What follows belongs to an exercise in optimizing a design on an open flow for small area and a short achievable clock period; a production flow would make more cautious choices. In this exercise RTL edits were held to simulation tests only and were not proved equivalent to the original.

== run A ==
// xortally_net
module xortally_net(
	input clk,
	input rst,
	input [16:0] x1,
	input [16:0] x2,
	input [16:0] w1,
	input [16:0] w2,
	input [16:0] w3,
	input [16:0] w4,
	input [16:0] w5,
	input [16:0] w6,
	input [16:0] b1,
	input [16:0] b2,
	input [16:0] b3,
	output [16:0] h1,
	output [16:0] h2,
	output [16:0] y
);
Size in the first run: ~7,400 cells after synthesis, about 310 flip-flops, ~0.040 mm^2 of cells after synthesis.
export LEC_CHECK = 0
export ABC_AREA = 1
export CAP_MARGIN = 20
export CORE_MARGIN = 2
export CORE_UTILIZATION = 45
export PLACE_DENSITY = 0.75
export SETUP_SLACK_MARGIN = 4.5
export SLEW_MARGIN = 20
create_clock -name core_clock -period 11.0 [get_ports {clk}]
standard.sh (not shown) runs the stock make flow with config.mk's settings and CLKGATE_MAP_FILE= SYNTH_SCRIPT=/design/flow/synth_recipe.tcl, a recipe that flattens the netlist after the stock synthesis.
==> flow/flow/run.sh <==
#!/bin/bash
# The standard layout (standard.sh, which runs the ORFS make targets and
# keeps each step's log under orfs/logs), with the port buffers that ORFS's
# buffer_ports adds taken from the smallest buffer cell instead of the one it
# picks itself. Everything else, synthesis included, is the standard flow.
set -o pipefail
export BUFFER_PORTS_ARGS="-buffer_cell sky130_fd_sc_hd__buf_1"
bash standard.sh > standard.log 2>&1
What run B does differently from run A at the input level:
- CORE_UTILIZATION changed from 45 to 55
- SETUP_SLACK_MARGIN changed from 4.5 to 5
## What came out
Status run B: flow complete, layout not clean - capacitance limit, slew limit. Relative to run A, vias per cell has increased by 0.49 in run B. Re cell depth of the worst setup path: run A was higher than run B. Well-tap cell count, run A and run B: larger value in run A. On number of violations reported at the end of detailed-routing iteration 0, run A beats run B. For the global-route usage, run B came in 6.8 points higher than run A did.
## Diff of input files: run C against run B
- clearing PLACE_DENSITY, which used to be 0.75
- swapping 5 for 4.5 in SETUP_SLACK_MARGIN
- swapping 55 for 45 in CORE_UTILIZATION
Notes after the runs:
Run C went all the way through synthesis, placement and routing and the layout is clean on timing, DRC and antenna.
Run C — pin slew with the least headroom to its limit 0.62 ns lower, run B as reference
Run comparison: run B critical path startpoint b3[1]; run C critical path startpoint b1[13]
The cell count of run C is higher than that of run B.

---

Setup of run 1:
xortally_net, a different RTL version from the one above (not shown whole).
For scale: about 310 flip-flops, about 41000 sq um of cells after synthesis.
Settings: LEC_CHECK=0, ABC_AREA=1, CAP_MARGIN=20, CORE_MARGIN=2, CORE_UTILIZATION=45, SETUP_SLACK_MARGIN=5, SLEW_MARGIN=20; clock period 11.0 ns.
run.sh (not shown) runs the stock make flow with config.mk's settings and CLKGATE_MAP_FILE= SYNTH_SCRIPT=/design/flow/synth_recipe.tcl, a recipe that flattens the netlist after the stock synthesis.
Stock flow here: none of the scripts above is used.
Input-level comparison between run 2 and run 1:
- SETUP_SLACK_MARGIN: 5 -> 4
## What came out
- Taking run 1 as the reference, in run 2 wire length now sits lower; share of the core filled with cells now sits lower; area share of and/or/nand/nor cells after synthesis now sits at about the same level; slack of the critical path now sits lower; met1 layer wirelength in the final routing now sits lower.
- In the final reports, the cell area of run 2 is smaller than that of run 1.
- Diff run 2..run 1 | placement row count | negligible
- Run 2 ends up with higher initial antenna violation count than run 1 does.
- Higher final critical path time including I/O delays and setup goes to run 2 over run 1.
The inputs of run 3 differ from those of run 2 as listed below.
- an added CTS_BUF_LIST of sky130_fd_sc_hd__clkbuf_2 sky130_fd_sc_hd__clkbuf_4 sky130_fd_sc_hd__clkbuf_8
==> flow/flow/run.sh (new file) <==
#!/bin/bash
# The standard layout (standard.sh, which runs the ORFS make targets and
# keeps each step's log under orfs/logs), with the port buffers that ORFS's
# buffer_ports adds taken from the smallest buffer cell instead of the one it
# picks itself. Everything else, synthesis included, is the standard flow.
set -o pipefail
export BUFFER_PORTS_ARGS="-buffer_cell sky130_fd_sc_hd__buf_1"
bash standard.sh > standard.log 2>&1
==> flow/standard.sh (new file) <==
#!/bin/bash
# synth_recipe.tcl (not shown) runs the flow's synth.tcl, then flattens the netlist and writes it again
# the make line also repeats each setting of config.mk as NAME=value (left out here)
make -C /OpenROAD-flow-scripts/flow DESIGN_CONFIG=/design/flow/config.mk WORK_HOME=/design/flow/orfs CLKGATE_MAP_FILE= SYNTH_SCRIPT=/design/flow/synth_recipe.tcl "${@:-finish}"
removed: flow/run.sh
Findings:
Count of multi-input gates: run 2 vs run 3, no meaningful difference
After detailed routing, run 2 needs more wire than run 3.
[compare] base=run 2 new=run 3: final critical path time including I/O delays and setup shows a reduction of 0.020 ns; worst hold-check slack moved down; cell area down about 3.6%; number of clock buffers inserted by TritonCTS picked up an extra 19.
The following lists how run 4 was set up differently from run 3:
- putting PLACE_DENSITY at 0.75 where nothing was set
- clearing CTS_BUF_LIST, which used to be sky130_fd_sc_hd__clkbuf_2 sky130_fd_sc_hd__clkbuf_4 sky130_fd_sc_hd__clkbuf_8
Notes after the runs:
No stage failed in run 4, and the final checks on the layout all came back clean. Run 3 did not stop at any stage, and its layout met the timing, design-rule and antenna checks. Run 3 ended up with n1.t3[24]$_SDFFE_PP0N_ as its capture point of the critical path; run 4 ended up with n2.t3[8]$_SDFFE_PP0N_. Going from run 3 to run 4, first-pass GRT wire length -3.8%; TritonCTS buffer count -20; headroom to the max-slew limit +1.9 points; routed wire length -5.4%; hold slack +0.012 ns.

---

xortally_net, a different RTL version from the one above (not shown whole).
Size: ~5900 cells after synthesis, about 240 I/O pins, ~36000 sq um of cells after synthesis.
clock: 11.0 ns
lec_check: 0
abc_area: 1
cap_margin: 20
core_margin: 2
core_utilization: 45
setup_slack_margin: 3
slew_margin: 20
Stock flow here: none of the scripts above is used.
The starting point went through all stages and came out clean.
Then changed:
Settings changed: CORE_UTILIZATION 45 to 60, SETUP_SLACK_MARGIN 3 to 4.
What happened: The new run died in 5_1_grt; synthesized cell count is unchanged; area after synthesis does not change.

port drivers added, routing unchanged:
Ports are ideal in the flow. The routed layouts listed here were re-timed in OpenROAD.
Step 1, drivers: a clkbuf_16 drives clk and a buf_2 each remaining input, both assumed.
Step 2 also shifts input and output timing later by t, the mid clock arrival at the registers, as if the neighbouring blocks saw the same clock.
Slacks: no drivers / after step 1 / after step 2; pairs: no drivers / after step 1.
| run | t (ns) | setup slack, ns | worst hold slack (ns) | cell pins on the clock port's net |
|---|---|---|---|---|
| run A | 0.649 | 4.707 / 4.707 / 4.097 | 0.472 / 0.472 / 0.472 | 1 |
| run B | 0.643 | 4.594 / 4.627 / 3.984 | 0.477 / 0.477 / 0.477 | 1 |
| run C | 0.645 | 4.701 / 4.746 / 4.102 | 0.478 / 0.478 / 0.478 | 1 |
| run 1 | 0.630 | 4.781 / 4.781 / 4.234 | 0.429 / 0.429 / 0.429 | 1 |
| run 2 | 0.639 | 4.346 / 4.316 / 3.759 | 0.435 / 0.435 / 0.435 | 1 |
| run 3 | 0.742 | 4.366 / 4.366 / 3.730 | 0.422 / 0.422 / 0.422 | 1 |
| run 4 | 0.640 | 4.416 / 4.416 / 3.848 | 0.434 / 0.434 / 0.434 | 1 |
| the first run of note 3 | 0.642 | 3.012 / 2.946 / 2.678 | 0.433 / 0.433 / 0.433 | 1 |
The setup slack of run 3, which loses most, moves by 0.000 ns with the drivers and by -0.636 ns with both steps.
